What follows belongs to an exercise in optimizing a design on an open flow for small area; a production flow would make more cautious choices.
In this exercise RTL edits were held to simulation tests only and were not proved equivalent to the original.

--- design/flow/flow/run.sh ---
#!/bin/bash
# Layout flow: the standard ORFS flow, except that
#  - the adder cells mfa/mha of the RTL are mapped straight onto the
#    sky130 full/half adder cells (map.py), and Yosys's own full-adder
#    extraction is off (the design's adders are already explicit),
#  - ABC uses an area-oriented mapping script (abc.script),
#  - port buffers use the smallest buffer cell.
# Each tool's output goes to a log in this folder (make.log, orfs/logs/).
set -euo pipefail
W=$(pwd)
F=$W/flow
python3 $F/map.py $W/design.v $W/design_mapped.v
sed "s#^\(\s*\)log_cmd abc {\*}\$abc_args#\1log_cmd abc {*}[lreplace \$abc_args 1 1 $F/abc.script]#" \
  $FLOW_HOME/scripts/synth.tcl > $W/flow_synth.tcl
grep -q "lreplace" $W/flow_synth.tcl
sed "s#source \$::env(SCRIPTS_DIR)/synth.tcl#source $W/flow_synth.tcl#" $W/synth_recipe.tcl > $W/flow_synth_recipe.tcl
grep -q "flow_synth.tcl" $W/flow_synth_recipe.tcl
sed "s#^export VERILOG_FILES = .*#export VERILOG_FILES = $W/design_mapped.v#" $W/config.mk > $W/flow_config.mk
source $F/settings.sh
make -C $FLOW_HOME DESIGN_CONFIG=$W/flow_config.mk WORK_HOME=$W/orfs CLKGATE_MAP_FILE= \
  SYNTH_SCRIPT=$W/flow_synth_recipe.tcl ADDER_MAP_FILE= \
  "${MAKE_ARGS[@]}" finish > $W/make.log 2>&1
: # left out here: write the final layout as DEF
--- design/flow/flow/abc.script ---
strash
dch -f
map -a -F 2
topo
stime -c
--- design/flow/flow/map.py ---
#!/usr/bin/env python3
# Replace the bodies of the adder modules mfa/mha with sky130 cells.
import re, sys
src = open(sys.argv[1]).read()
cells = {
    'mfa': "  sky130_fd_sc_hd__fa_1 u (.A(a), .B(b), .CIN(c), .SUM(s), .COUT(co));\n",
    'mha': "  sky130_fd_sc_hd__ha_1 u (.A(a), .B(b), .SUM(s), .COUT(co));\n",
}
def rep(m):
    name, ports = m.group(1), m.group(2)
    if name in cells:
        return f"module {name}({ports});\n{cells[name]}endmodule"
    return m.group(0)
out = re.sub(r"module\s+(\w+)\s*\(([^;]*?)\);(.*?)endmodule", rep, src, flags=re.S)
open(sys.argv[2], 'w').write(out)
--- design/flow/flow/place_pre.tcl ---
# Buffer every input and output port (as the standard flow does), with a
# buffer cell sized for each side: inputs drive many loads, outputs one pin.
buffer_ports -inputs -buffer_cell sky130_fd_sc_hd__buf_1
buffer_ports -outputs -buffer_cell sky130_fd_sc_hd__buf_1
--- design/flow/flow/settings.sh ---
MAKE_ARGS=(CAP_MARGIN=20 CORE_MARGIN=2 CORE_UTILIZATION=40 SLEW_MARGIN=20
DONT_BUFFER_PORTS=1 PRE_GLOBAL_PLACE_TCL=$F/place_pre.tcl
"MIN_BUF_CELL_AND_PORTS=sky130_fd_sc_hd__buf_1 A X"
"GPL_TIMING_DRIVEN=0"
"CTS_BUF_LIST=sky130_fd_sc_hd__clkbuf_8"
"SYNTH_INSBUF=0"
"SETUP_SLACK_MARGIN=-0.15"
)
--- design/flow/standard.sh ---
#!/bin/bash
# synth_recipe.tcl (not shown) runs the flow's synth.tcl, then flattens the netlist and writes it again
# the make line also repeats each setting of config.mk as NAME=value (left out here)
make -C /OpenROAD-flow-scripts/flow DESIGN_CONFIG=/design/flow/config.mk WORK_HOME=/design/flow/orfs CLKGATE_MAP_FILE= SYNTH_SCRIPT=/design/flow/synth_recipe.tcl "${@:-finish}"
--- design/flow/config.mk ---
export PLATFORM = sky130hd
export DESIGN_NAME = inc_cond_mppt
export DESIGN_NICKNAME = inc_cond_mppt
export VERILOG_FILES = /design/flow/design.v
export SDC_FILE = /design/flow/constraint.sdc
export NUM_CORES = 4
export LEC_CHECK = 0
export CAP_MARGIN = 20
export CORE_MARGIN = 2
export CORE_UTILIZATION = 40
export SLEW_MARGIN = 20
--- design/flow/constraint.sdc ---
create_clock -name core_clock -period 10.0 [get_ports {clk}]
set_input_delay 2.0000 -clock core_clock [delete_from_list [all_inputs] [get_ports {clk}]]
set_output_delay 2.0000 -clock core_clock [all_outputs]
set_load 0.01 [all_outputs]
--- design/flow/design.v ---
module inc_cond_mppt (
    input wire clk,
    input wire reset,
    input wire start,
    input wire [15:0] voltage_in,
    input wire [15:0] current_in,
    output wire [15:0] duty_cycle,
    output reg mpp_found,
    output wire [15:0] power_out
);
    reg [7:0] duty_hi;    
    reg       duty_mid;   
    reg       duty_lo;    
    assign duty_cycle = {2'b00, duty_hi, {5{duty_mid}}, duty_lo};
    reg calc, upd;
    reg [15:0] v_prev, i_prev;
    always @(posedge clk) begin
        v_prev <= voltage_in;
        i_prev <= current_in;
    end
    wire [15:0] i_same = ~(current_in ^ i_prev);
    wire [15:0] v_same = ~(voltage_in ^ v_prev);
    wire i_eq = &i_same;
    wire [16:0] ic, vc;
    assign ic[0] = 1'b1;
    assign vc[0] = 1'b1;
    genvar q;
    generate for (q = 0; q < 16; q = q + 1) begin : g_cmp
        if (q % 2 == 0) begin : g_even
            assign ic[q+1] = ~(i_same[q] ? ic[q] : current_in[q]);
            assign vc[q+1] = ~(v_same[q] ? vc[q] : voltage_in[q]);
        end else begin : g_odd
            assign ic[q+1] = ~(i_same[q] ? ic[q] : i_prev[q]);
            assign vc[q+1] = ~(v_same[q] ? vc[q] : v_prev[q]);
        end
    end endgenerate
    wire i_ge = ic[16];
    wire v_ge = vc[16];
    wire up = ~(i_ge ^ v_ge);
    wire step = calc & ~i_eq;
    wire [7:0] m = ~(duty_hi ^ {8{up}});
    wire [8:0] t;
    assign t[0] = 1'b1;
    genvar k;
    generate for (k = 0; k < 8; k = k + 1) begin : g_t
        assign t[k+1] = t[k] & m[k];
    end endgenerate
    wire sat = t[8];                        
    wire lo_zero = (duty_hi == 8'd1) & ~duty_lo;  
    wire set_l = sat | (~up & lo_zero);
    always @(posedge clk or posedge reset) begin
        if (reset) begin
            calc <= 1'b0;
            upd <= 1'b0;
            duty_hi <= 8'h80;
            duty_mid <= 1'b0;
            duty_lo <= 1'b0;
            mpp_found <= 1'b0;
        end else begin
            calc <= ~calc & ~upd & start;
            upd <= calc;
            if (calc)
                mpp_found <= i_eq;
            if (step & ~sat)
                duty_hi <= duty_hi ^ t[7:0];
            if (step & set_l) begin
                duty_mid <= up;
                duty_lo <= 1'b1;
            end
        end
    end
    mul24 u_mul (.a(voltage_in), .b(current_in), .p(power_out));
endmodule
module mfa(input a, input b, input c, output s, output co);
  assign {co, s} = a + b + c;
endmodule
module mha(input a, input b, output s, output co);
  assign {co, s} = a + b;
endmodule
module mul24(input [15:0] a, input [15:0] b, output [15:0] p);
  wire [16:0] bx = {b, 1'b0};
  wire [7:0] one, two, neg;
  genvar gk;
  generate for (gk = 0; gk < 8; gk = gk + 1) begin : g_enc
    assign one[gk] = bx[2*gk+1] ^ bx[2*gk];
    assign two[gk] = (bx[2*gk+2] & ~bx[2*gk+1] & ~bx[2*gk]) | (~bx[2*gk+2] & bx[2*gk+1] & bx[2*gk]);
    assign neg[gk] = bx[2*gk+2];
  end endgenerate
  wire [17:0] ax = {1'b0, a, 1'b0};   
  wire bp0_0 = ~(((one[0] & ax[1]) | (two[0] & ax[0])) ^ neg[0]);
  wire bp0_1 = ~(((one[0] & ax[2]) | (two[0] & ax[1])) ^ neg[0]);
  wire bp0_2 = ~(((one[0] & ax[3]) | (two[0] & ax[2])) ^ neg[0]);
  wire bp0_3 = ~(((one[0] & ax[4]) | (two[0] & ax[3])) ^ neg[0]);
  wire bp0_4 = ~(((one[0] & ax[5]) | (two[0] & ax[4])) ^ neg[0]);
  wire bp0_5 = ~(((one[0] & ax[6]) | (two[0] & ax[5])) ^ neg[0]);
  wire bp0_6 = ~(((one[0] & ax[7]) | (two[0] & ax[6])) ^ neg[0]);
  wire bp0_7 = ~(((one[0] & ax[8]) | (two[0] & ax[7])) ^ neg[0]);
  wire bp0_8 = ~(((one[0] & ax[9]) | (two[0] & ax[8])) ^ neg[0]);
  wire bp0_9 = ~(((one[0] & ax[10]) | (two[0] & ax[9])) ^ neg[0]);
  wire bp0_10 = ~(((one[0] & ax[11]) | (two[0] & ax[10])) ^ neg[0]);
  wire bp0_11 = ~(((one[0] & ax[12]) | (two[0] & ax[11])) ^ neg[0]);
  wire bp0_12 = ~(((one[0] & ax[13]) | (two[0] & ax[12])) ^ neg[0]);
  wire bp0_13 = ~(((one[0] & ax[14]) | (two[0] & ax[13])) ^ neg[0]);
  wire bp0_14 = ~(((one[0] & ax[15]) | (two[0] & ax[14])) ^ neg[0]);
  wire bp0_15 = ~(((one[0] & ax[16]) | (two[0] & ax[15])) ^ neg[0]);
  wire bp0_16 = ~(((one[0] & ax[17]) | (two[0] & ax[16])) ^ neg[0]);
  wire bp1_0 = ~(((one[1] & ax[1]) | (two[1] & ax[0])) ^ neg[1]);
  wire bp1_1 = ~(((one[1] & ax[2]) | (two[1] & ax[1])) ^ neg[1]);
  wire bp1_2 = ~(((one[1] & ax[3]) | (two[1] & ax[2])) ^ neg[1]);
  wire bp1_3 = ~(((one[1] & ax[4]) | (two[1] & ax[3])) ^ neg[1]);
  wire bp1_4 = ~(((one[1] & ax[5]) | (two[1] & ax[4])) ^ neg[1]);
  wire bp1_5 = ~(((one[1] & ax[6]) | (two[1] & ax[5])) ^ neg[1]);
  wire bp1_6 = ~(((one[1] & ax[7]) | (two[1] & ax[6])) ^ neg[1]);
  wire bp1_7 = ~(((one[1] & ax[8]) | (two[1] & ax[7])) ^ neg[1]);
  wire bp1_8 = ~(((one[1] & ax[9]) | (two[1] & ax[8])) ^ neg[1]);
  wire bp1_9 = ~(((one[1] & ax[10]) | (two[1] & ax[9])) ^ neg[1]);
  wire bp1_10 = ~(((one[1] & ax[11]) | (two[1] & ax[10])) ^ neg[1]);
  wire bp1_11 = ~(((one[1] & ax[12]) | (two[1] & ax[11])) ^ neg[1]);
  wire bp1_12 = ~(((one[1] & ax[13]) | (two[1] & ax[12])) ^ neg[1]);
  wire bp1_13 = ~(((one[1] & ax[14]) | (two[1] & ax[13])) ^ neg[1]);
  wire bp1_14 = ~(((one[1] & ax[15]) | (two[1] & ax[14])) ^ neg[1]);
  wire bp1_15 = ~(((one[1] & ax[16]) | (two[1] & ax[15])) ^ neg[1]);
  wire bp1_16 = ~(((one[1] & ax[17]) | (two[1] & ax[16])) ^ neg[1]);
  wire bp2_0 = ~(((one[2] & ax[1]) | (two[2] & ax[0])) ^ neg[2]);
  wire bp2_1 = ~(((one[2] & ax[2]) | (two[2] & ax[1])) ^ neg[2]);
  wire bp2_2 = ~(((one[2] & ax[3]) | (two[2] & ax[2])) ^ neg[2]);
  wire bp2_3 = ~(((one[2] & ax[4]) | (two[2] & ax[3])) ^ neg[2]);
  wire bp2_4 = ~(((one[2] & ax[5]) | (two[2] & ax[4])) ^ neg[2]);
  wire bp2_5 = ~(((one[2] & ax[6]) | (two[2] & ax[5])) ^ neg[2]);
  wire bp2_6 = ~(((one[2] & ax[7]) | (two[2] & ax[6])) ^ neg[2]);
  wire bp2_7 = ~(((one[2] & ax[8]) | (two[2] & ax[7])) ^ neg[2]);
  wire bp2_8 = ~(((one[2] & ax[9]) | (two[2] & ax[8])) ^ neg[2]);
  wire bp2_9 = ~(((one[2] & ax[10]) | (two[2] & ax[9])) ^ neg[2]);
  wire bp2_10 = ~(((one[2] & ax[11]) | (two[2] & ax[10])) ^ neg[2]);
  wire bp2_11 = ~(((one[2] & ax[12]) | (two[2] & ax[11])) ^ neg[2]);
  wire bp2_12 = ~(((one[2] & ax[13]) | (two[2] & ax[12])) ^ neg[2]);
  wire bp2_13 = ~(((one[2] & ax[14]) | (two[2] & ax[13])) ^ neg[2]);
  wire bp2_14 = ~(((one[2] & ax[15]) | (two[2] & ax[14])) ^ neg[2]);
  wire bp2_15 = ~(((one[2] & ax[16]) | (two[2] & ax[15])) ^ neg[2]);
  wire bp2_16 = ~(((one[2] & ax[17]) | (two[2] & ax[16])) ^ neg[2]);
  wire bp3_0 = ~(((one[3] & ax[1]) | (two[3] & ax[0])) ^ neg[3]);
  wire bp3_1 = ~(((one[3] & ax[2]) | (two[3] & ax[1])) ^ neg[3]);
  wire bp3_2 = ~(((one[3] & ax[3]) | (two[3] & ax[2])) ^ neg[3]);
  wire bp3_3 = ~(((one[3] & ax[4]) | (two[3] & ax[3])) ^ neg[3]);
  wire bp3_4 = ~(((one[3] & ax[5]) | (two[3] & ax[4])) ^ neg[3]);
  wire bp3_5 = ~(((one[3] & ax[6]) | (two[3] & ax[5])) ^ neg[3]);
  wire bp3_6 = ~(((one[3] & ax[7]) | (two[3] & ax[6])) ^ neg[3]);
  wire bp3_7 = ~(((one[3] & ax[8]) | (two[3] & ax[7])) ^ neg[3]);
  wire bp3_8 = ~(((one[3] & ax[9]) | (two[3] & ax[8])) ^ neg[3]);
  wire bp3_9 = ~(((one[3] & ax[10]) | (two[3] & ax[9])) ^ neg[3]);
  wire bp3_10 = ~(((one[3] & ax[11]) | (two[3] & ax[10])) ^ neg[3]);
  wire bp3_11 = ~(((one[3] & ax[12]) | (two[3] & ax[11])) ^ neg[3]);
  wire bp3_12 = ~(((one[3] & ax[13]) | (two[3] & ax[12])) ^ neg[3]);
  wire bp3_13 = ~(((one[3] & ax[14]) | (two[3] & ax[13])) ^ neg[3]);
  wire bp3_14 = ~(((one[3] & ax[15]) | (two[3] & ax[14])) ^ neg[3]);
  wire bp3_15 = ~(((one[3] & ax[16]) | (two[3] & ax[15])) ^ neg[3]);
  wire bp3_16 = ~(((one[3] & ax[17]) | (two[3] & ax[16])) ^ neg[3]);
  wire bp4_0 = ~(((one[4] & ax[1]) | (two[4] & ax[0])) ^ neg[4]);
  wire bp4_1 = ~(((one[4] & ax[2]) | (two[4] & ax[1])) ^ neg[4]);
  wire bp4_2 = ~(((one[4] & ax[3]) | (two[4] & ax[2])) ^ neg[4]);
  wire bp4_3 = ~(((one[4] & ax[4]) | (two[4] & ax[3])) ^ neg[4]);
  wire bp4_4 = ~(((one[4] & ax[5]) | (two[4] & ax[4])) ^ neg[4]);
  wire bp4_5 = ~(((one[4] & ax[6]) | (two[4] & ax[5])) ^ neg[4]);
  wire bp4_6 = ~(((one[4] & ax[7]) | (two[4] & ax[6])) ^ neg[4]);
  wire bp4_7 = ~(((one[4] & ax[8]) | (two[4] & ax[7])) ^ neg[4]);
  wire bp4_8 = ~(((one[4] & ax[9]) | (two[4] & ax[8])) ^ neg[4]);
  wire bp4_9 = ~(((one[4] & ax[10]) | (two[4] & ax[9])) ^ neg[4]);
  wire bp4_10 = ~(((one[4] & ax[11]) | (two[4] & ax[10])) ^ neg[4]);
  wire bp4_11 = ~(((one[4] & ax[12]) | (two[4] & ax[11])) ^ neg[4]);
  wire bp4_12 = ~(((one[4] & ax[13]) | (two[4] & ax[12])) ^ neg[4]);
  wire bp4_13 = ~(((one[4] & ax[14]) | (two[4] & ax[13])) ^ neg[4]);
  wire bp4_14 = ~(((one[4] & ax[15]) | (two[4] & ax[14])) ^ neg[4]);
  wire bp4_15 = ~(((one[4] & ax[16]) | (two[4] & ax[15])) ^ neg[4]);
  wire bp5_0 = ~(((one[5] & ax[1]) | (two[5] & ax[0])) ^ neg[5]);
  wire bp5_1 = ~(((one[5] & ax[2]) | (two[5] & ax[1])) ^ neg[5]);
  wire bp5_2 = ~(((one[5] & ax[3]) | (two[5] & ax[2])) ^ neg[5]);
  wire bp5_3 = ~(((one[5] & ax[4]) | (two[5] & ax[3])) ^ neg[5]);
  wire bp5_4 = ~(((one[5] & ax[5]) | (two[5] & ax[4])) ^ neg[5]);
  wire bp5_5 = ~(((one[5] & ax[6]) | (two[5] & ax[5])) ^ neg[5]);
  wire bp5_6 = ~(((one[5] & ax[7]) | (two[5] & ax[6])) ^ neg[5]);
  wire bp5_7 = ~(((one[5] & ax[8]) | (two[5] & ax[7])) ^ neg[5]);
  wire bp5_8 = ~(((one[5] & ax[9]) | (two[5] & ax[8])) ^ neg[5]);
  wire bp5_9 = ~(((one[5] & ax[10]) | (two[5] & ax[9])) ^ neg[5]);
  wire bp5_10 = ~(((one[5] & ax[11]) | (two[5] & ax[10])) ^ neg[5]);
  wire bp5_11 = ~(((one[5] & ax[12]) | (two[5] & ax[11])) ^ neg[5]);
  wire bp5_12 = ~(((one[5] & ax[13]) | (two[5] & ax[12])) ^ neg[5]);
  wire bp5_13 = ~(((one[5] & ax[14]) | (two[5] & ax[13])) ^ neg[5]);
  wire bp6_0 = ~(((one[6] & ax[1]) | (two[6] & ax[0])) ^ neg[6]);
  wire bp6_1 = ~(((one[6] & ax[2]) | (two[6] & ax[1])) ^ neg[6]);
  wire bp6_2 = ~(((one[6] & ax[3]) | (two[6] & ax[2])) ^ neg[6]);
  wire bp6_3 = ~(((one[6] & ax[4]) | (two[6] & ax[3])) ^ neg[6]);
  wire bp6_4 = ~(((one[6] & ax[5]) | (two[6] & ax[4])) ^ neg[6]);
  wire bp6_5 = ~(((one[6] & ax[6]) | (two[6] & ax[5])) ^ neg[6]);
  wire bp6_6 = ~(((one[6] & ax[7]) | (two[6] & ax[6])) ^ neg[6]);
  wire bp6_7 = ~(((one[6] & ax[8]) | (two[6] & ax[7])) ^ neg[6]);
  wire bp6_8 = ~(((one[6] & ax[9]) | (two[6] & ax[8])) ^ neg[6]);
  wire bp6_9 = ~(((one[6] & ax[10]) | (two[6] & ax[9])) ^ neg[6]);
  wire bp6_10 = ~(((one[6] & ax[11]) | (two[6] & ax[10])) ^ neg[6]);
  wire bp6_11 = ~(((one[6] & ax[12]) | (two[6] & ax[11])) ^ neg[6]);
  wire bp7_0 = ~(((one[7] & ax[1]) | (two[7] & ax[0])) ^ neg[7]);
  wire bp7_1 = ~(((one[7] & ax[2]) | (two[7] & ax[1])) ^ neg[7]);
  wire bp7_2 = ~(((one[7] & ax[3]) | (two[7] & ax[2])) ^ neg[7]);
  wire bp7_3 = ~(((one[7] & ax[4]) | (two[7] & ax[3])) ^ neg[7]);
  wire bp7_4 = ~(((one[7] & ax[5]) | (two[7] & ax[4])) ^ neg[7]);
  wire bp7_5 = ~(((one[7] & ax[6]) | (two[7] & ax[5])) ^ neg[7]);
  wire bp7_6 = ~(((one[7] & ax[7]) | (two[7] & ax[6])) ^ neg[7]);
  wire bp7_7 = ~(((one[7] & ax[8]) | (two[7] & ax[7])) ^ neg[7]);
  wire bp7_8 = ~(((one[7] & ax[9]) | (two[7] & ax[8])) ^ neg[7]);
  wire bp7_9 = ~(((one[7] & ax[10]) | (two[7] & ax[9])) ^ neg[7]);
  wire bq0 = ~(a[0] & b[15]);
  wire bq1 = ~(a[1] & b[15]);
  wire bq2 = ~(a[2] & b[15]);
  wire bq3 = ~(a[3] & b[15]);
  wire bq4 = ~(a[4] & b[15]);
  wire bq5 = ~(a[5] & b[15]);
  wire bq6 = ~(a[6] & b[15]);
  wire bq7 = ~(a[7] & b[15]);
  wire s1, c2;
  mfa f2 (.a(~neg[1]), .b(bp0_2), .c(bp1_0), .s(s1), .co(c2));
  wire s3, c4;
  mfa f4 (.a(bp0_3), .b(bp1_1), .c(c2), .s(s3), .co(c4));
  wire s5, c6;
  mfa f6 (.a(~neg[2]), .b(bp0_4), .c(bp1_2), .s(s5), .co(c6));
  wire s7, c8;
  mfa f8 (.a(bp2_0), .b(s5), .c(c4), .s(s7), .co(c8));
  wire s9, c10;
  mfa f10 (.a(bp0_5), .b(bp1_3), .c(bp2_1), .s(s9), .co(c10));
  wire s11, c12;
  mfa f12 (.a(c6), .b(s9), .c(c8), .s(s11), .co(c12));
  wire s13, c14;
  mfa f14 (.a(~neg[3]), .b(bp0_6), .c(bp1_4), .s(s13), .co(c14));
  wire s15, c16;
  mfa f16 (.a(bp2_2), .b(bp3_0), .c(c10), .s(s15), .co(c16));
  wire s17, c18;
  mfa f18 (.a(s13), .b(s15), .c(c12), .s(s17), .co(c18));
  wire s19, c20;
  mfa f20 (.a(bp0_7), .b(bp1_5), .c(bp2_3), .s(s19), .co(c20));
  wire s21, c22;
  mfa f22 (.a(bp3_1), .b(c14), .c(s19), .s(s21), .co(c22));
  wire s23, c24;
  mfa f24 (.a(c16), .b(s21), .c(c18), .s(s23), .co(c24));
  wire s25, c26;
  mfa f26 (.a(~neg[4]), .b(bp0_8), .c(bp1_6), .s(s25), .co(c26));
  wire s27, c28;
  mfa f28 (.a(bp2_4), .b(bp3_2), .c(bp4_0), .s(s27), .co(c28));
  wire s29, c30;
  mfa f30 (.a(c20), .b(s25), .c(s27), .s(s29), .co(c30));
  wire s31, c32;
  assign s31 = ~(c22 ^ s29);
  assign c32 = c22 | s29;
  wire s33, c34;
  mfa f34 (.a(bp0_9), .b(bp1_7), .c(bp2_5), .s(s33), .co(c34));
  wire s35, c36;
  mfa f36 (.a(bp3_3), .b(bp4_1), .c(c26), .s(s35), .co(c36));
  wire s37, c38;
  mfa f38 (.a(c28), .b(s33), .c(c30), .s(s37), .co(c38));
  wire s39, c40;
  mfa f40 (.a(s35), .b(c32), .c(s37), .s(s39), .co(c40));
  wire s41, c42;
  mfa f42 (.a(~neg[5]), .b(bp0_10), .c(bp1_8), .s(s41), .co(c42));
  wire s43, c44;
  mfa f44 (.a(bp2_6), .b(bp3_4), .c(bp4_2), .s(s43), .co(c44));
  wire s45, c46;
  mfa f46 (.a(bp5_0), .b(c34), .c(s41), .s(s45), .co(c46));
  wire s47, c48;
  mfa f48 (.a(s43), .b(c36), .c(s45), .s(s47), .co(c48));
  wire s49, c50;
  mfa f50 (.a(c38), .b(s47), .c(c40), .s(s49), .co(c50));
  wire s51, c52;
  mfa f52 (.a(bp0_11), .b(bp1_9), .c(bp2_7), .s(s51), .co(c52));
  wire s53, c54;
  mfa f54 (.a(bp3_5), .b(bp4_3), .c(bp5_1), .s(s53), .co(c54));
  wire s55, c56;
  mfa f56 (.a(c42), .b(c44), .c(s51), .s(s55), .co(c56));
  wire s57, c58;
  mfa f58 (.a(s53), .b(c46), .c(s55), .s(s57), .co(c58));
  wire s59, c60;
  mfa f60 (.a(c48), .b(s57), .c(c50), .s(s59), .co(c60));
  wire s61, c62;
  mfa f62 (.a(~neg[6]), .b(bp0_12), .c(bp1_10), .s(s61), .co(c62));
  wire s63, c64;
  mfa f64 (.a(bp2_8), .b(bp3_6), .c(bp4_4), .s(s63), .co(c64));
  wire s65, c66;
  mfa f66 (.a(bp5_2), .b(bp6_0), .c(c52), .s(s65), .co(c66));
  wire s67, c68;
  mfa f68 (.a(c54), .b(s61), .c(s63), .s(s67), .co(c68));
  wire s69, c70;
  mfa f70 (.a(c56), .b(s65), .c(s67), .s(s69), .co(c70));
  wire s71, c72;
  assign s71 = ~(c58 ^ s69);
  assign c72 = c58 | s69;
  wire s73, c74;
  mfa f74 (.a(bp0_13), .b(bp1_11), .c(bp2_9), .s(s73), .co(c74));
  wire s75, c76;
  mfa f76 (.a(bp3_7), .b(bp4_5), .c(bp5_3), .s(s75), .co(c76));
  wire s77, c78;
  mfa f78 (.a(bp6_1), .b(c62), .c(c64), .s(s77), .co(c78));
  wire s79, c80;
  mfa f80 (.a(s73), .b(s75), .c(c66), .s(s79), .co(c80));
  wire s81, c82;
  mfa f82 (.a(c68), .b(s77), .c(s79), .s(s81), .co(c82));
  wire s83, c84;
  mfa f84 (.a(c70), .b(c72), .c(s81), .s(s83), .co(c84));
  wire s85, c86;
  mfa f86 (.a(~neg[7]), .b(bp0_14), .c(bp1_12), .s(s85), .co(c86));
  wire s87, c88;
  mfa f88 (.a(bp2_10), .b(bp3_8), .c(bp4_6), .s(s87), .co(c88));
  wire s89, c90;
  mfa f90 (.a(bp5_4), .b(bp6_2), .c(bp7_0), .s(s89), .co(c90));
  wire s91, c92;
  mfa f92 (.a(c74), .b(c76), .c(s85), .s(s91), .co(c92));
  wire s93, c94;
  mfa f94 (.a(s87), .b(s89), .c(c78), .s(s93), .co(c94));
  wire s95, c96;
  mfa f96 (.a(s91), .b(c80), .c(s93), .s(s95), .co(c96));
  wire s97, c98;
  mfa f98 (.a(c82), .b(s95), .c(c84), .s(s97), .co(c98));
  wire s99, c100;
  mfa f100 (.a(bp0_15), .b(bp1_13), .c(bp2_11), .s(s99), .co(c100));
  wire s101, c102;
  mfa f102 (.a(bp3_9), .b(bp4_7), .c(bp5_5), .s(s101), .co(c102));
  wire s103, c104;
  mfa f104 (.a(bp6_3), .b(bp7_1), .c(c86), .s(s103), .co(c104));
  wire s105, c106;
  mfa f106 (.a(c88), .b(c90), .c(s101), .s(s105), .co(c106));
  wire s107, c108;
  mfa f108 (.a(s99), .b(c92), .c(s103), .s(s107), .co(c108));
  wire s109, c110;
  mfa f110 (.a(s105), .b(c94), .c(s107), .s(s109), .co(c110));
  wire s111, c112;
  assign s111 = ~(c96 ^ s109);
  assign c112 = c96 | s109;
  wire s113, c114;
  mfa f114 (.a(bq0), .b(bp0_16), .c(bp1_14), .s(s113), .co(c114));
  wire s115, c116;
  mfa f116 (.a(bp2_12), .b(bp3_10), .c(bp4_8), .s(s115), .co(c116));
  wire s117, c118;
  mfa f118 (.a(bp5_6), .b(bp6_4), .c(bp7_2), .s(s117), .co(c118));
  wire s119, c120;
  mfa f120 (.a(c100), .b(c102), .c(s113), .s(s119), .co(c120));
  wire s121, c122;
  mfa f122 (.a(s115), .b(s117), .c(c104), .s(s121), .co(c122));
  wire s123, c124;
  mfa f124 (.a(c106), .b(s119), .c(c108), .s(s123), .co(c124));
  wire s125, c126;
  mfa f126 (.a(s121), .b(c110), .c(s123), .s(s125), .co(c126));
  wire s127, c128;
  mha h128 (.a(neg[0]), .b(bq1), .s(s127), .co(c128));
  wire s129, c130;
  mfa f130 (.a(bp1_15), .b(bp2_13), .c(bp3_11), .s(s129), .co(c130));
  wire s131, c132;
  mfa f132 (.a(bp4_9), .b(bp5_7), .c(bp6_5), .s(s131), .co(c132));
  wire s133, c134;
  mfa f134 (.a(bp7_3), .b(s127), .c(c114), .s(s133), .co(c134));
  wire s135, c136;
  mfa f136 (.a(c116), .b(c118), .c(s129), .s(s135), .co(c136));
  wire s137, c138;
  mfa f138 (.a(s131), .b(c120), .c(s133), .s(s137), .co(c138));
  wire s139, c140;
  mfa f140 (.a(s135), .b(c122), .c(s137), .s(s139), .co(c140));
  wire s141, c142;
  mfa f142 (.a(c124), .b(s139), .c(c126), .s(s141), .co(c142));
  wire s143, c144;
  mha h144 (.a(bq2), .b(bp1_16), .s(s143), .co(c144));
  wire s145, c146;
  mfa f146 (.a(bp2_14), .b(bp3_12), .c(bp4_10), .s(s145), .co(c146));
  wire s147, c148;
  mfa f148 (.a(bp5_8), .b(bp6_6), .c(bp7_4), .s(s147), .co(c148));
  wire s149, c150;
  mfa f150 (.a(c128), .b(c130), .c(c132), .s(s149), .co(c150));
  wire s151, c152;
  mfa f152 (.a(s143), .b(s145), .c(s147), .s(s151), .co(c152));
  wire s153, c154;
  mfa f154 (.a(c134), .b(c136), .c(s149), .s(s153), .co(c154));
  wire s155, c156;
  mfa f156 (.a(s151), .b(c138), .c(s153), .s(s155), .co(c156));
  wire s157, c158;
  assign s157 = ~(c140 ^ s155);
  assign c158 = c140 | s155;
  wire s159, c160;
  mfa f160 (.a(neg[1]), .b(bq3), .c(bp2_15), .s(s159), .co(c160));
  wire s161, c162;
  mfa f162 (.a(bp3_13), .b(bp4_11), .c(bp5_9), .s(s161), .co(c162));
  wire s163, c164;
  mfa f164 (.a(bp6_7), .b(bp7_5), .c(c144), .s(s163), .co(c164));
  wire s165, c166;
  mfa f166 (.a(c146), .b(c148), .c(s159), .s(s165), .co(c166));
  wire s167, c168;
  mfa f168 (.a(s161), .b(c150), .c(c152), .s(s167), .co(c168));
  wire s169, c170;
  mfa f170 (.a(s163), .b(s165), .c(c154), .s(s169), .co(c170));
  wire s171, c172;
  mfa f172 (.a(s167), .b(c156), .c(s169), .s(s171), .co(c172));
  wire s173, c174;
  mha h174 (.a(bq4), .b(bp2_16), .s(s173), .co(c174));
  wire s175, c176;
  mfa f176 (.a(bp3_14), .b(bp4_12), .c(bp5_10), .s(s175), .co(c176));
  wire s177, c178;
  mfa f178 (.a(bp6_8), .b(bp7_6), .c(c160), .s(s177), .co(c178));
  wire s179, c180;
  mfa f180 (.a(c162), .b(s173), .c(s175), .s(s179), .co(c180));
  wire s181, c182;
  mfa f182 (.a(c164), .b(c166), .c(s177), .s(s181), .co(c182));
  wire s183, c184;
  mfa f184 (.a(s179), .b(c168), .c(s181), .s(s183), .co(c184));
  wire s185, c186;
  mfa f186 (.a(c170), .b(s183), .c(c172), .s(s185), .co(c186));
  wire s187, c188;
  mfa f188 (.a(neg[2]), .b(bq5), .c(bp3_15), .s(s187), .co(c188));
  wire s189, c190;
  mfa f190 (.a(bp4_13), .b(bp5_11), .c(bp6_9), .s(s189), .co(c190));
  wire s191, c192;
  mfa f192 (.a(bp7_7), .b(c174), .c(c176), .s(s191), .co(c192));
  wire s193, c194;
  mfa f194 (.a(s187), .b(s189), .c(c178), .s(s193), .co(c194));
  wire s195, c196;
  mfa f196 (.a(c180), .b(s191), .c(c182), .s(s195), .co(c196));
  wire s197, c198;
  mfa f198 (.a(s193), .b(c184), .c(s195), .s(s197), .co(c198));
  wire s199, c200;
  mha h200 (.a(bq6), .b(bp3_16), .s(s199), .co(c200));
  wire s201, c202;
  mfa f202 (.a(bp4_14), .b(bp5_12), .c(bp6_10), .s(s201), .co(c202));
  wire s203, c204;
  mfa f204 (.a(bp7_8), .b(c188), .c(c190), .s(s203), .co(c204));
  wire s205, c206;
  mfa f206 (.a(s199), .b(s201), .c(c192), .s(s205), .co(c206));
  wire s207, c208;
  mfa f208 (.a(s203), .b(c194), .c(s205), .s(s207), .co(c208));
  wire s209, c210;
  mfa f210 (.a(c196), .b(s207), .c(c198), .s(s209), .co(c210));
  wire x211 = ~(neg[3] ^ bp4_15 ^ bp5_13 ^ bp6_11 ^ bp7_9 ^ bq7 ^ c200 ^ c202 ^ c204 ^ c206 ^ c208 ^ c210);
  wire [23:0] rx = {x211, s209, s197, s185, c158, s157, s141, c112, s111, s97, s83, s71, s59, s49, s39, s31, s23, s17, s11, s7, s3, s1, bp0_1, ~neg[0]};
  wire [23:0] ry = {1'b1, 1'b1, c186, 1'b1, s171, c142, 1'b1, s125, c98, 1'b1, 1'b1, c60, 1'b1, 1'b1, 1'b1, c24, 1'b1, 1'b1, 1'b1, 1'b1, 1'b1, 1'b1, 1'b1, bp0_0};
  wire [23:0] g0 = rx & ry;
  wire [23:0] p0 = rx ^ ry;
  wire pg212 = g0[0] | (p0[0] & 1'b1);
  wire pg214 = g0[2] | (p0[2] & g0[1]);
  wire pp215 = p0[2] & p0[1];
  wire pg216 = g0[4] | (p0[4] & g0[3]);
  wire pp217 = p0[4] & p0[3];
  wire pg218 = g0[6] | (p0[6] & g0[5]);
  wire pp219 = p0[6] & p0[5];
  wire pg220 = g0[8] | (p0[8] & g0[7]);
  wire pp221 = p0[8] & p0[7];
  wire pg222 = g0[10] | (p0[10] & g0[9]);
  wire pp223 = p0[10] & p0[9];
  wire pg224 = g0[12] | (p0[12] & g0[11]);
  wire pp225 = p0[12] & p0[11];
  wire pg226 = g0[14] | (p0[14] & g0[13]);
  wire pp227 = p0[14] & p0[13];
  wire pg228 = g0[16] | (p0[16] & g0[15]);
  wire pp229 = p0[16] & p0[15];
  wire pg230 = g0[18] | (p0[18] & g0[17]);
  wire pp231 = p0[18] & p0[17];
  wire pg232 = g0[20] | (p0[20] & g0[19]);
  wire pp233 = p0[20] & p0[19];
  wire pg234 = g0[22] | (p0[22] & g0[21]);
  wire pp235 = p0[22] & p0[21];
  wire pg236 = g0[1] | (p0[1] & pg212);
  wire pg238 = pg214 | (pp215 & pg212);
  wire pg240 = g0[5] | (p0[5] & pg216);
  wire pp241 = p0[5] & pp217;
  wire pg242 = pg218 | (pp219 & pg216);
  wire pp243 = pp219 & pp217;
  wire pg244 = g0[9] | (p0[9] & pg220);
  wire pp245 = p0[9] & pp221;
  wire pg246 = pg222 | (pp223 & pg220);
  wire pp247 = pp223 & pp221;
  wire pg248 = g0[13] | (p0[13] & pg224);
  wire pp249 = p0[13] & pp225;
  wire pg250 = pg226 | (pp227 & pg224);
  wire pp251 = pp227 & pp225;
  wire pg252 = g0[17] | (p0[17] & pg228);
  wire pp253 = p0[17] & pp229;
  wire pg254 = pg230 | (pp231 & pg228);
  wire pp255 = pp231 & pp229;
  wire pg256 = g0[21] | (p0[21] & pg232);
  wire pp257 = p0[21] & pp233;
  wire pg258 = pg234 | (pp235 & pg232);
  wire pp259 = pp235 & pp233;
  wire pg260 = g0[3] | (p0[3] & pg238);
  wire pg262 = pg216 | (pp217 & pg238);
  wire pg264 = pg240 | (pp241 & pg238);
  wire pg266 = pg242 | (pp243 & pg238);
  wire pg268 = g0[11] | (p0[11] & pg246);
  wire pp269 = p0[11] & pp247;
  wire pg270 = pg224 | (pp225 & pg246);
  wire pp271 = pp225 & pp247;
  wire pg272 = pg248 | (pp249 & pg246);
  wire pp273 = pp249 & pp247;
  wire pg274 = pg250 | (pp251 & pg246);
  wire pp275 = pp251 & pp247;
  wire pg276 = g0[19] | (p0[19] & pg254);
  wire pp277 = p0[19] & pp255;
  wire pg278 = pg232 | (pp233 & pg254);
  wire pp279 = pp233 & pp255;
  wire pg280 = pg256 | (pp257 & pg254);
  wire pp281 = pp257 & pp255;
  wire pg282 = pg258 | (pp259 & pg254);
  wire pp283 = pp259 & pp255;
  wire pg284 = g0[7] | (p0[7] & pg266);
  wire pg286 = pg220 | (pp221 & pg266);
  wire pg288 = pg244 | (pp245 & pg266);
  wire pg290 = pg246 | (pp247 & pg266);
  wire pg292 = pg268 | (pp269 & pg266);
  wire pg294 = pg270 | (pp271 & pg266);
  wire pg296 = pg272 | (pp273 & pg266);
  wire pg298 = pg274 | (pp275 & pg266);
  wire pg300 = g0[23] | (p0[23] & pg282);
  wire pp301 = p0[23] & pp283;
  wire pg302 = g0[15] | (p0[15] & pg298);
  wire pg304 = pg228 | (pp229 & pg298);
  wire pg306 = pg252 | (pp253 & pg298);
  wire pg308 = pg254 | (pp255 & pg298);
  wire pg310 = pg276 | (pp277 & pg298);
  wire pg312 = pg278 | (pp279 & pg298);
  wire pg314 = pg280 | (pp281 & pg298);
  wire pg316 = pg282 | (pp283 & pg298);
  wire pg318 = pg300 | (pp301 & pg298);
  wire [15:0] hc = {pg316, pg314, pg312, pg310, pg308, pg306, pg304, pg302, pg298, pg296, pg294, pg292, pg290, pg288, pg286, pg284};
  assign p = ~(p0[23:8] ^ hc);
endmodule
==> results of run 1 <==
## critical path, cell delays in order
cell and delay, ns:
buf_1 0.20, clkinv_2 0.32, o22ai_1 0.26, xor2_1 0.13, fa_1 0.44, fa_1 0.42, fa_1 0.40, fa_1 0.41
fa_1 0.41, fa_1 0.43, nand2_1 0.11, clkinv_1 0.14, nor2_1 0.21, a211oi_2 0.12, o41ai_4 0.08, nor2_2 0.10
a21oi_2 0.20, nor3_2 0.07, nand2_1 0.10, nand2_1 0.09, nor3_2 0.16, nand2_1 0.11, o21ai_4 0.21, nand2_1 0.09
o21ai_0 0.14, nor2_1 0.09, xnor2_1 0.14, buf_1 0.17
## cell families after synthesis
| kind of cell | Yosys count |
|---|---|
| other | 1 |
| AO/OA/AOI/OAI | 182 |
| buffers and inverters | 73 |
| XOR/XNOR | 150 |
| AND/OR/NAND/NOR | 148 |
| adder cells (fa/ha/maj) | 101 |
| flip-flops | 45 |
## final cells by class
type / instances / share of cell area
Clock buffer: 6 / 0.0117
Clock inverter: 2 / 0.00160
Inverter: 73 / 0.0440
Multi-Input combinational cell: 583 / 0.733
Sequential cell: 45 / 0.137
Tap cell: 211 / 0.0374
Timing Repair Buffer: 65 / 0.0355
## placed cells by master, fill, tap and decap left out, drive strengths merged, types with 5 or more instances in the layout
master	instances
clkbuf	9
o22ai	118
clkinv	69
dfxtp	32
a21oi	22
nand2	64
xnor2	14
dfrtp	12
buf	62
xor2	136
nor3	7
o21ai	22
nor2	59
fa	97
or2	5
a22oi	7
## registers in the layout, indices dropped and copies added, names as in the netlist
name / cells
v_prev: 16
calc: 1
i_prev: 16
duty_hi: 8
duty_lo: 1
mpp_found: 1
upd: 1
duty_mid: 1
## metal layers
| layer | vias to the layer above | share of wire | wire length [µm] | GRT usage |
|---|---|---|---|---|
| li1 | 2552 | - | - | - |
| met1 | 2729 | 0.43 | 7440 | 0.294 |
| met2 | 199 | 0.49 | 8360 | 0.352 |
| met3 | 28 | 0.056 | 959 | 0.0202 |
| met4 | 0 | 0.020 | 349 | 0.0620 |
| met5 | - | 0 | 0 | 0 |
## timing repair
action / CTS / global route
pin swaps: 0 / 0
setup endpoints to repair: 7 / 5
endpoints found under the hold margin: 0 / 0
resized for setup: 24 / 21
## final timing paths
kind,start,endpoint,cells past startpoint
max,voltage_in[1],power_out[13],28
min,upd$_DFF_PP0_,calc$_DFF_PP0_,1
max reg2reg,v_prev[0]$_DFF_P_,duty_hi[4]$_DFFE_PP0P_,22
min reg2reg,upd$_DFF_PP0_,calc$_DFF_PP0_,1
max in group asynchronous,reset,duty_hi[7]$_DFFE_PP1P_,2
min in group asynchronous,reset,duty_mid$_DFFE_PP0P_,2
==> qor.yml, run 1 <==
critical_path:
  critical_path.endpoint_type: "output pin"
  reg2reg_setup_slack_ns: 6.09
  cp_max_fo: 18
  critPathKind: "in -> out"
  worstPathRequired_ns: 8.00
  critPathLaunchType: "input pin"
  cp.arrival_ns: 7.76
status:
  status: "complete, no violations"
die:
  core_area_um2: 15300
  start_util: 0.412
  num_io_pins: 68
  die_w_um: 129
  fp-row-count: 45
  dieArea_um2: 16700
  dieHeight_um: 129
grt:
  grt_util_all_layers: 0.211
  grt_max_degree: 21
  grt_pass1_vias: 5511
  grt_pass1_wl_um: 28000
  antenna_found_initial: 0
  grt-ovfl-total: 0
logic_synthesis:
  muxShareOfSynthArea: 0
  synth_top_family_by_area: "adder cells"
  synth_top_cell_area_share: 0.309
  synth_top_area_cell: "fa_1"
  yosys_warnings: 1
  ys_ff_latch: 45
  synthXorXnorAreaFrac: 0.209
  synth_ff_type: "dfxtp_1"
  netlist_area_um2: 6280
  synth-seq-area-share: 0.154
  synthTopCellsByArea: "fa_1 (31%), xor2_1 (19%), o22ai_1 (12%), dfxtp_1 (10%), dfrtp_1 (4.8%)"
  async_flop_share: 0.289
  netlist_instances: 700
  synthAdderAreaFrac: 0.317
  synth-simple-area-share: 0.0968
  syn_avg_cell_area_um2: 8.97
  synth_edf_count: 0
  ys_types: 30
  synth_most_common_cell: "xor2_1"
  synth_compound_area_frac: 0.179
  netlist_top_cells_count: "xor2_1 (136), o22ai_1 (118), fa_1 (97)"
route:
  vias: 5508
  detail_route.vias_per_cell: 5.59
  drcViolationCount: 0
  drt_iter0_drc: 401
  routed_wl_um: 17100
  ant_nets: 0
  wl_per_cell_um: 17.4
  firstDrtPassIters: 5
cts:
  cts.sinks: 45
  clk_path_buf_depth: 2
  clkTransAtPathRegs_ns: 0.09
  clockRootBuffer: "clkbuf_8"
  htree_levels: 2
  ctsHoldBuffers: 0
  post_cts_buffers: 0
  cts_tree: "built"
  cts_buffers: 5
  insertion_delay_ns: 0.30
final_layout:
  diodes: 0
  fill_cells: 1523
  seq_area_um2: 967
  post-route-util: 0.462
  multi_input_area_um2: 5170
  drive_gt1_frac: 0.0646
  instances_no_fill: 985
  fin_area_um2: 7050
  syn_to_final_growth_pct: 12.3
  num-nets-final: 909
placed_design:
  io_buffers: 65
  place_area_um2: 6810
  place_hpwl_um: 12800
  pre_cts_ws_ns: -0.917
  dp.cells: 977
  gp_congestion: 0.866
sta:
  finalSetupTns_ns: 0
  hold_viol_final: 0
  fin_crit_ns: 9.76
  slew_headroom: 0.271
  setup_violations: 0
  drv_slew: 0
  tightestPinTransition_ns: 1.09
  fin_crit_sh: 0.976
  skew_ns: 0.00791
  clock.fmax_mhz: 102
  finalWorstSetupSlack_ns: 0.237
  hold-worst-slack_ns: 0.411
worst_hold_path:
  hold_class: "reg -> reg"
job:
  max_cap_viol_count: 0
==> inputs of run 2 (changes only) <==
==> design/flow/flow/abc.script (replaced) <==
strash
dch -f
map -a
strash
dch -f
map -a
topo
stime -c
==> run 2 against run 1 <==
Flip-flop and latch count is the same. Synthesized area fell by 0.98%. Hold slack lost 0.0011 ns. Sequential share of layout area is 0.30 points lower. Setup slack worse by 0.0088 ns. Via count rose by 0.11%. Clock-buffer cell count unchanged. Synthesized cell count fell by 2.4%. Maximum frequency hardly changed. Clock skew increased by 0.00068 ns. Core utilization increased by 1.2 points. Critical path type unchanged.
==> qor.yml, run 2 <==
sta:
  skew_ns: 0.00859  # +0.000684 ns
  fin_crit_sh: 0.977  # about the same
  drv_slew: 0  # unchanged
  slew_headroom: 0.369  # +0.0988
  hold_viol_final: 0  # unchanged
  fin_crit_ns: 9.77  # +0.00878 ns
  tightestPinTransition_ns: 0.941  # -0.153 ns
  setup_violations: 0  # unchanged
  hold-worst-slack_ns: 0.410  # -0.00111 ns
  clock.fmax_mhz: 102  # about the same
placed_design:
  io_buffers: 65  # unchanged
  gp_congestion: 0.889  # +2.6%
  place_area_um2: 6750  # -0.94%
  place_hpwl_um: 12600  # -1.6%
cts:
  ctsHoldBuffers: 0  # unchanged
  clockRootBuffer: "clkbuf_8"
  htree_levels: 2  # unchanged
  clkTransAtPathRegs_ns: 0.09  # about the same
  cts.sinks: 45  # unchanged
  clk_path_buf_depth: 2  # unchanged
  cts_buffers: 5  # unchanged
  cts_tree: "built"
  insertion_delay_ns: 0.30  # about the same
final_layout:
  largestRegisters: "i_prev: 16 flops, v_prev: 16 flops, duty_hi: 8 flops"
  diodes: 0  # unchanged
  layout_commonest_cell: "xor2_1"
  post-route-util: 0.474  # +0.0122
  syn_to_final_growth_pct: 16.0
  fin_area_um2: 7210  # +2.3%
  num-nets-final: 914  # +0.55%
  final_cell_mix: "xor2_1 (137), o22ai_1 (120), fa_1 (95)"
  drive_gt1_frac: 0.107  # +0.0419
logic_synthesis:
  synth_top_area_cell: "fa_1"
  synth-seq-area-share: 0.156  # +0.00152
  synth-simple-area-share: 0.0871  # -0.00971
  yosys_warnings: 1  # unchanged
  async_flop_share: 0.289  # unchanged
  syn_avg_cell_area_um2: 9.10  # +1.5%
  ys_types: 31  # +3.3%
  synth_top_family_by_area: "adder cells"
  synth_ff_type: "dfxtp_1"
  netlist_instances: 683  # -2.4%
  synthXorXnorAreaFrac: 0.214  # +0.00488
  synth_edf_count: 0  # unchanged
  synth_top_cell_area_share: 0.312  # +0.00305
  synthTopCellsByArea: "fa_1 (31%), xor2_1 (19%), o22ai_1 (12%), dfxtp_1 (10%), dfrtp_1 (4.8%)"
  synth_compound_area_frac: 0.178  # about the same
  netlist_area_um2: 6220  # -0.98%
  synth_most_common_cell: "xor2_1"
  muxShareOfSynthArea: 0  # unchanged
  ys_ff_latch: 45  # unchanged
  synthAdderAreaFrac: 0.322  # +0.00474
  netlist_top_cells_count: "xor2_1 (137), o22ai_1 (120), fa_1 (97)"
grt:
  grt-ovfl-total: 0  # unchanged
  grt_pass1_vias: 5601  # +1.6%
  grt_pass1_wl_um: 27600  # -1.5%
  grt_max_degree: 22  # +4.8%
  grt_util_all_layers: 0.209  # -0.00230
  antenna_found_initial: 0  # unchanged
critical_path:
  cp_max_fo: 3  # -15
  critical_path.endpoint_type: "output pin"
  cp.arrival_ns: 7.77  # about the same
  startpoint: "voltage_in[1]"
  crit-reg2reg-launch: "v_prev[1]$_DFF_P_"
  crit_slowest_cell: "fa_1"
  cp_slowest_stage_delay_ns: 0.45  # about the same
  critPathLaunchType: "input pin"
  critPathKind: "in -> out"
  worstPathRequired_ns: 8.00  # about the same
route:
  firstDrtPassIters: 5  # unchanged
  drcViolationCount: 0  # unchanged
  ant_nets: 0  # unchanged
  routed_wl_um: 17400  # +1.7%
  drt_iter0_drc: 344  # -14%
  wl_per_cell_um: 18.0  # +3.6%
  detail_route.vias_per_cell: 5.70  # +2.0%
  vias: 5514  # +0.11%
die:
  dieHeight_um: 129  # -0.47%
  dieArea_um2: 16600  # -0.94%
  fp-row-count: 45  # unchanged
  core_area_um2: 15200  # -0.37%
  num_io_pins: 68  # unchanged
  start_util: 0.409  # -0.00251
  die_w_um: 129  # -0.47%
job:
  max_cap_viol_count: 0  # unchanged
worst_hold_path:
  hold_class: "reg -> reg"
  min_from: "upd$_DFF_PP0_"
status:
  status: "complete, no violations"
==> run 2: changes by cell type after synthesis, sizes merged, moves of 3 or more <==
cell,before,now
clkinv,73,70
nor2,59,47
nand2,64,75
o21ai,22,15
nor3,7,2
o221ai,0,4
==> run 2: cell type report <==
class	instances	area, µm²
fillers	1430	7990
multi-input cells	569	5120
flip-flops and latches	45	967
repair buffers	87	443
inverters	70	329
well taps	188	235
clock buffers	6	82.6
clock inverters	2	36.3
==> run 2: worst paths after layout <==
path                                     endpoint  slack, ns  cells after the start
setup reg to reg           duty_hi[4]$_DFFE_PP0P_       6.08                     27
min in group asynchronous    duty_mid$_DFFE_PP0P_       1.63                      2
hold / removal                     calc$_DFF_PP0_       0.41                      1
hold reg to reg                    calc$_DFF_PP0_       0.41                      1
max in group asynchronous  duty_hi[7]$_DFFE_PP1P_       8.07                      2
setup / recovery                    power_out[15]       0.23                     28
==> run 2: kinds of logic (layout without fill, tap and decap cells) <==
family | Yosys count | count (layout)
AO/OA/AOI/OAI | 177 | 177
other | 1 | 2
flip-flops | 45 | 45
adder cells (fa/ha/maj) | 102 | 102
AND/OR/NAND/NOR | 136 | 136
buffers and inverters | 70 | 165
XOR/XNOR | 152 | 152
==> run 2: through the flow <==
stage | worst slack [ns] | TNS [ns] | instances
after floorplan | 0.147 | 0 | 684
after global placement | -1.20 | -7.22 | 937
after detailed placement | -1.21 | -6.25 | 939
after CTS | -0.124 | -0.175 | 958
after global routing | -0.170 | -0.408 | 967
final | 0.228 | 0 | 967
==> run 2: per-layer routing <==
metal | track usage | part of all wire | vias to the layer above
met5 | 0 | 0 | -
met4 | 0.0742 | 0.028 | 0
met3 | 0.0358 | 0.078 | 35
met2 | 0.346 | 0.49 | 283
met1 | 0.277 | 0.41 | 2646
li1 | - | - | 2550
==> run 2: repair_timing <==
action,in CTS,in global routing
endpoints found under the hold margin,0,0
buffers inserted,11,9
gates resized for setup,44,24
pin swaps,4,11
setup endpoints to repair,9,4
==> run 2: worst max-delay path, delay by kind of cell <==
family                     cells  cell delay (ns)
adders and majority gates      7             2.76
AOI/OAI and AO/OA              5             1.00
buffers and inverters          4             0.53
and+or+nand+nor               10             1.22
xor gates and xnor gates       2             0.25
==> inputs of run 3 (changes only) <==
==> design/flow/flow/abc.script (replaced) <==
strash
dch -f
map -a
topo
stime -c
==> run 3 against run 2 <==
Still clean. Wire length rose by 0.13%. Hold slack improved by 0.014 ns. Clock-buffer cell count did not move. Critical path depth fell by 5. Setup slack got worse by 0.014 ns. Synthesized cell count rose by 1.9%. Die area rose by 0.79%. Cell count rose by 1.7%. Critical path type unchanged. Highest routed layer unchanged.
==> qor.yml, run 3 <==
grt:
  grt_max_degree: 23  # +4.5%
  grt-ovfl-total: 0  # unchanged
  grt_util_all_layers: 0.212  # +0.00322
  grt_pass1_vias: 5522  # -1.4%
  antenna_found_initial: 0  # unchanged
  grt_pass1_wl_um: 27900  # +1.1%
placed_design:
  pre_cts_ws_ns: -1.05  # +0.162 ns
  gp_congestion: 0.888  # about the same
  place_hpwl_um: 13100  # +3.6%
  io_buffers: 65  # unchanged
cts:
  post_cts_buffers: 0  # -11
  cts.sinks: 45  # unchanged
  ctsHoldBuffers: 0  # unchanged
  insertion_delay_ns: 0.29  # about the same
  cts_tree: "built"
  cts_buffers: 5  # unchanged
  htree_levels: 2  # unchanged
  clockRootBuffer: "clkbuf_8"
  clkTransAtPathRegs_ns: 0.08  # about the same
  clk_path_buf_depth: 2  # unchanged
sta:
  fin_crit_ns: 9.79  # +0.0143 ns
  setup_violations: 0  # unchanged
  tightestPinTransition_ns: 1.01  # +0.0651 ns
  finalWorstSetupSlack_ns: 0.214  # -0.0143 ns
  drv_slew: 0  # unchanged
  slew_headroom: 0.329  # -0.0403
  clock.fmax_mhz: 102  # -0.15%
  skew_ns: 0.00604  # -0.00255 ns
  fin_crit_sh: 0.979  # +0.00143
  hold_viol_final: 0  # unchanged
  finalSetupTns_ns: 0  # unchanged
job:
  max_cap_viol_count: 0  # unchanged
logic_synthesis:
  synth_top_area_cell: "fa_1"
  synth_ff_type: "dfxtp_1"
  async_flop_share: 0.289  # unchanged
  netlist_instances: 696  # +1.9%
  ys_types: 30  # -3.2%
  yosys_warnings: 1  # unchanged
  syn_avg_cell_area_um2: 9.01  # -1.1%
  synth_top_cell_area_share: 0.310  # -0.00256
  synth-seq-area-share: 0.154  # -0.00127
  netlist_top_cells_count: "xor2_1 (133), o22ai_1 (117), fa_1 (97)"
  synth_edf_count: 0  # unchanged
  synthTopCellsByArea: "fa_1 (31%), xor2_1 (19%), o22ai_1 (12%), dfxtp_1 (10%), dfrtp_1 (4.8%)"
  synth_most_common_cell: "xor2_1"
  netlist_area_um2: 6270  # +0.82%
  ys_ff_latch: 45  # unchanged
die:
  dieArea_um2: 16700  # +0.79%
  fp-row-count: 45  # unchanged
  num_io_pins: 68  # unchanged
  start_util: 0.411  # +0.00185
  dieHeight_um: 129  # +0.40%
  die_w_um: 129  # +0.40%
  core_area_um2: 15300  # +0.37%
critical_path:
  ff2ff_path_depth: 24  # -11%
  worstPathRequired_ns: 8.00  # about the same
  reg2reg_setup_slack_ns: 6.09  # about the same
  critical_path.endpoint_type: "output pin"
  critPathKind: "in -> out"
  crit_family: "adder cells"
  cp.arrival_ns: 7.79  # +0.02 ns
  critPathLaunchType: "input pin"
  path_depth: 23  # -18%
  crit_buf_inv: 4  # unchanged
  path_cells: "buf_1 -> inv_4 -> nor2_1 -> a21oi_2 -> o22ai_1 -> xor2_1 -> fa_1 -> fa_1 -> fa_1 -> or2_2 -> fa_1 -> fa_1 -> clkinv_1 -> nand2_1 -> nand2_1 -> nor3_2 -> nand2_1 -> o21ai_4 -> nand2_1 -> nand2_1 -> nor2_1 -> xnor2_1 -> buf_1"
  crit_slowest_cell: "a21oi_2"
  cp_max_fo: 22  # +19
  cp_slowest_stage_delay_ns: 0.71  # +0.26 ns
final_layout:
  layout_commonest_cell: "xor2_1"
  diodes: 0  # unchanged
  drive_gt1_frac: 0.0622  # -0.0444
  syn_to_final_growth_pct: 12.5
  largestRegisters: "i_prev: 16 flops, v_prev: 16 flops, duty_hi: 8 flops"
  fill_cells: 1517  # +6.1%
  post-route-util: 0.462  # -0.0122
  final_cell_mix: "xor2_1 (133), o22ai_1 (117), fa_1 (97)"
  num-nets-final: 907  # -0.77%
route:
  routed_wl_um: 17400  # +0.13%
  firstDrtPassIters: 5  # unchanged
  detail_route.vias_per_cell: 5.63  # -1.2%
  wl_per_cell_um: 17.7  # -1.5%
  ant_nets: 0  # unchanged
  vias: 5537  # +0.42%
  drcViolationCount: 0  # unchanged
  drt_iter0_drc: 368  # +7.0%
status:
  status: "complete, no violations"
worst_hold_path:
  hold_class: "reg -> reg"
  whs_path_depth: 1  # unchanged
## run 3: stage by stage
| step | hold WS [ns] | instance area, µm² | instances |
|---|---|---|---|
| floorplan | 0.383 | 6270 | 697 |
| global route | 0.447 | 7050 | 983 |
| finish | 0.424 | 7050 | 983 |
| global placement | 0.392 | 6780 | 973 |
| detailed placement | 0.404 | 6820 | 975 |
| CTS | 0.421 | 7000 | 983 |
## run 3: metal layers
layer	vias to the layer above	GRT usage	wire, µm	part of all wire
met1	2730	0.285	7210	0.41
li1	2551	-	-	-
met5	-	0	0	0
met2	220	0.361	8560	0.49
met3	36	0.0301	1260	0.072
met4	0	0.0563	391	0.022
## run 3: final cells by class
| class | instances | area [µm²] | share of cell area |
|---|---|---|---|
| repair buffers | 67 | 269 | 0.0381 |
| clock inverters | 2 | 33.8 | 0.00479 |
| flip-flops and latches | 45 | 967 | 0.137 |
| multi-input cells | 584 | 5150 | 0.730 |
| well taps | 211 | 264 | 0.0374 |
| inverters | 68 | 285 | 0.0405 |
| clock buffers | 6 | 82.6 | 0.0117 |
## run 3: kinds of logic after synthesis
family / share of synthesized area
compound gates: 0.180
simple gates: 0.0990
xor+xnor: 0.208
fa+ha+maj: 0.318
buf+inv: 0.0407
flops: 0.154
other cells: 0.000598
## run 3: path summary, 6_finish.rpt
check / to / start
max in group asynchronous: duty_hi[7]$_DFFE_PP1P_ / reset
min in group asynchronous: duty_lo$_DFFE_PP0P_ / reset
hold / removal: calc$_DFF_PP0_ / upd$_DFF_PP0_
setup / recovery: power_out[13] / current_in[7]
hold reg to reg: calc$_DFF_PP0_ / upd$_DFF_PP0_
setup reg to reg: duty_hi[4]$_DFFE_PP0P_ / v_prev[0]$_DFF_P_
## run 3: repair_timing
| item | 4_1_cts | 5_1_grt |
|---|---|---|
| setup endpoints to repair | 7 | 5 |
| gates resized for setup | 23 | 15 |
| pin swaps | 1 | 0 |
==> inputs of run 4 (changes only) <==
--- a/design/flow/flow/run.sh
+++ b/design/flow/flow/run.sh
@@ -20,4 +20,7 @@
 make -C $FLOW_HOME DESIGN_CONFIG=$W/flow_config.mk WORK_HOME=$W/orfs CLKGATE_MAP_FILE= \
   SYNTH_SCRIPT=$W/flow_synth_recipe.tcl ADDER_MAP_FILE= \
-  "${MAKE_ARGS[@]}" finish > $W/make.log 2>&1
+  "${MAKE_ARGS[@]}" SETUP_SLACK_MARGIN=$CTS_SETUP_MARGIN cts > $W/make.log 2>&1
+make -C $FLOW_HOME DESIGN_CONFIG=$W/flow_config.mk WORK_HOME=$W/orfs CLKGATE_MAP_FILE= \
+  SYNTH_SCRIPT=$W/flow_synth_recipe.tcl ADDER_MAP_FILE= \
+  "${MAKE_ARGS[@]}" SETUP_SLACK_MARGIN=$GRT_SETUP_MARGIN finish > $W/make_finish.log 2>&1
 : # left out here: write the final layout as DEF
--- a/design/flow/flow/settings.sh
+++ b/design/flow/flow/settings.sh
@@ -5,4 +5,5 @@
 "CTS_BUF_LIST=sky130_fd_sc_hd__clkbuf_8"
 "SYNTH_INSBUF=0"
-"SETUP_SLACK_MARGIN=-0.15"
 )
+CTS_SETUP_MARGIN=-0
+GRT_SETUP_MARGIN=-0.3
==> run 4 against run 3 <==
Maximum frequency fell by 0.82%. Register-to-register slack lost 0.04 ns. Wire length about the same. Clock-buffer cell count stayed put. Critical endpoint unchanged. Highest routed layer unchanged. Via count decreased by 0.34%. Critical path type unchanged. Still clean on timing, DRC and antenna. Setup slack worse by 0.081 ns.
==> qor.yml, run 4 <==
sta:
  setup_violations: 0  # unchanged
  hold_viol_final: 0  # unchanged
  clock.fmax_mhz: 101  # -0.82%
  skew_ns: 0.00698  # +0.000943 ns
  finalWorstSetupSlack_ns: 0.133  # -0.0809 ns
  slew_headroom: 0.327  # -0.00168
  tightestPinTransition_ns: 1.01  # +0.00252 ns
  fin_crit_ns: 9.87  # +0.0809 ns
  drv_slew: 0  # unchanged
  fin_crit_sh: 0.987  # +0.00809
placed_design:
  place_hpwl_um: 13100  # unchanged
  io_buffers: 65  # unchanged
  gp_congestion: 0.888  # unchanged
  pre_cts_ws_ns: -1.05  # unchanged
grt:
  grt-ovfl-total: 0  # unchanged
  grt_pass1_vias: 5538  # +0.29%
  grt_max_degree: 23  # unchanged
  grt_util_all_layers: 0.213  # +0.000794
  antenna_found_initial: 0  # unchanged
  grt_pass1_wl_um: 28000  # +0.42%
logic_synthesis:
  synth_top_family_by_area: "adder cells"
  netlist_top_cells_count: "xor2_1 (133), o22ai_1 (117), fa_1 (97)"
  synth_edf_count: 0  # unchanged
  synth-simple-area-share: 0.0990  # unchanged
  synth_compound_area_frac: 0.180  # unchanged
  synthTopCellsByArea: "fa_1 (31%), xor2_1 (19%), o22ai_1 (12%), dfxtp_1 (10%), dfrtp_1 (4.8%)"
  ys_ff_latch: 45  # unchanged
  netlist_instances: 696  # unchanged
  synth_top_area_cell: "fa_1"
  syn_avg_cell_area_um2: 9.01  # unchanged
  synth_most_common_cell: "xor2_1"
  synth_top_cell_area_share: 0.310  # unchanged
  synth_ff_type: "dfxtp_1"
  muxShareOfSynthArea: 0  # unchanged
  yosys_warnings: 1  # unchanged
  async_flop_share: 0.289  # unchanged
  ys_types: 30  # unchanged
  synthAdderAreaFrac: 0.318  # unchanged
  netlist_area_um2: 6270  # unchanged
  synth-seq-area-share: 0.154  # unchanged
  synthXorXnorAreaFrac: 0.208  # unchanged
critical_path:
  critPathLaunchType: "input pin"
  critPathKind: "in -> out"
  cp_max_fo: 16  # -27%
  crit_slowest_cell: "fa_1"
  worstPathRequired_ns: 8.00  # about the same
  cp_slowest_stage_delay_ns: 0.42  # -0.29 ns
  rr_endpoint: "duty_hi[4]$_DFFE_PP0P_"
  critical_path.endpoint_type: "output pin"
  ff2ff_path_depth: 24  # unchanged
  cp.arrival_ns: 7.87  # +0.08 ns
  crit-reg2reg-launch: "v_prev[0]$_DFF_P_"
  reg2reg_setup_slack_ns: 6.05  # -0.04 ns
route:
  wl_per_cell_um: 17.7  # about the same
  ant_nets: 0  # unchanged
  firstDrtPassIters: 7  # +2
  drt_iter0_drc: 386  # +4.9%
  detail_route.vias_per_cell: 5.61  # -0.34%
  routed_wl_um: 17400  # about the same
  vias: 5518  # -0.34%
  drcViolationCount: 0  # unchanged
final_layout:
  final_cell_mix: "xor2_1 (133), o22ai_1 (117), fa_1 (97)"
  diodes: 0  # unchanged
  syn_to_final_growth_pct: 12.2
  fill_cells: 1512  # -0.33%
  drive_gt1_frac: 0.0609  # -0.00130
  seq_area_um2: 967  # unchanged
  num-nets-final: 907  # unchanged
  largestRegisters: "i_prev: 16 flops, v_prev: 16 flops, duty_hi: 8 flops"
  layout_commonest_cell: "xor2_1"
  multi_input_area_um2: 5130  # -0.39%
job:
  max_cap_viol_count: 0  # unchanged
die:
  dieArea_um2: 16700  # unchanged
  num_io_pins: 68  # unchanged
  start_util: 0.411  # unchanged
  dieHeight_um: 129  # unchanged
  core_area_um2: 15300  # unchanged
  fp-row-count: 45  # unchanged
  die_w_um: 129  # unchanged
cts:
  clkTransAtPathRegs_ns: 0.08  # about the same
  clk_path_buf_depth: 2  # unchanged
  cts_tree: "built"
  cts.sinks: 45  # unchanged
  clockRootBuffer: "clkbuf_8"
  htree_levels: 2  # unchanged
  cts_buffers: 5  # unchanged
  ctsHoldBuffers: 0  # unchanged
  insertion_delay_ns: 0.29  # about the same
  post_cts_buffers: 0  # unchanged
worst_hold_path:
  min_from: "upd$_DFF_PP0_"
  whs_endpoint: "calc$_DFF_PP0_"
  whs_path_depth: 1  # unchanged
  hold_class: "reg -> reg"
status:
  status: "complete, no violations"
## run 4: stage by stage
stage               setup TNS [ns]  area [µm²]  instances  utilization  hold WS (ns)
floorplan                        0        6270        697            -         0.383
global placement             -3.78        6780        973        0.444         0.392
detailed placement           -5.32        6820        975        0.447         0.404
CTS                              0        7020        983        0.460         0.421
global route                -0.947        7030        983        0.461         0.447
finish                           0        7030        983        0.461         0.424
## run 4: what timing repair did
item,in CTS,in global routing
resized for setup,32,2
pin swaps,1,0
endpoints found under the setup margin,8,3
## run 4: per-layer routing
layer | up-vias | part of all wire | track usage
met5 | - | 0 | 0
met4 | 0 | 0.021 | 0.0582
met3 | 36 | 0.071 | 0.0301
met2 | 214 | 0.49 | 0.362
met1 | 2716 | 0.42 | 0.286
li1 | 2552 | - | -
## run 4: kinds of logic (layout without fill, tap and decap cells)
kind of cell / after synthesis / count (layout)
AO/OA/AOI/OAI: 182 / 182
other: 1 / 2
flip-flops: 45 / 45
buffers and inverters: 68 / 143
adder cells (fa/ha/maj): 101 / 101
AND/OR/NAND/NOR: 150 / 150
XOR/XNOR: 149 / 149
## run 4: layout make-up
class / count / share of cell area
Tap cell: 211 / 0.0375
Inverter: 68 / 0.0404
Sequential cell: 45 / 0.138
Clock inverter: 2 / 0.00480
Clock buffer: 6 / 0.0117
Multi-Input combinational cell: 584 / 0.730
Timing Repair Buffer: 67 / 0.0384
## run 4: worst max path at each step
stage               slack [ns]          start  cells past startpoint             to
CTS                       0.06  current_in[1]                     29  power_out[15]
floorplan                 0.51  current_in[0]                     26  power_out[15]
global route             -0.29  current_in[1]                     30  power_out[13]
finish                    0.13  current_in[1]                     30  power_out[13]
detailed placement       -1.05  current_in[3]                     26  power_out[15]
global placement         -0.84  current_in[3]                     26  power_out[15]
## run 4: critical path: cells and delay by family
kind                     cells  cell delay, ns
AO/OA/AOI/OAI                3            0.69
AND/OR/NAND/NOR             14            1.75
buffers and inverters        5            0.70
adder cells (fa/ha/maj)      6            2.44
XOR/XNOR                     2            0.27

## port drivers added, routing unchanged
How much do the figures lean on ideal ports? The routed layouts below were timed once more, with nothing changed but the port constraints. Step 1, drivers: a clkbuf_16 drives clk and a buf_2 each remaining input, both assumed. Step 2 also shifts input and output timing later by t, the mid clock arrival at the registers, as if the neighbouring blocks saw the same clock. Three values: ideal, step 1, step 2; two values: the first two.
run | t, ns | setup WS [ns] | latest minus earliest clock arrival (ns) | worst slew at a driven data input, ns
run 1 | 0.321 | 0.237 / 0.213 / 0.213 | 0.008 / 0.008 | 0.04
run 2 | 0.321 | 0.228 / 0.204 / 0.204 | 0.009 / 0.008 | 0.05
run 3 | 0.317 | 0.214 / 0.185 / 0.185 | 0.006 / 0.006 | 0.04
run 4 | 0.318 | 0.133 / 0.108 / 0.108 | 0.007 / 0.007 | 0.04
After both steps setup and hold are still met in every run listed. The setup slack of run 3, which loses most, moves by -0.029 ns with the drivers and by -0.029 ns with both steps.
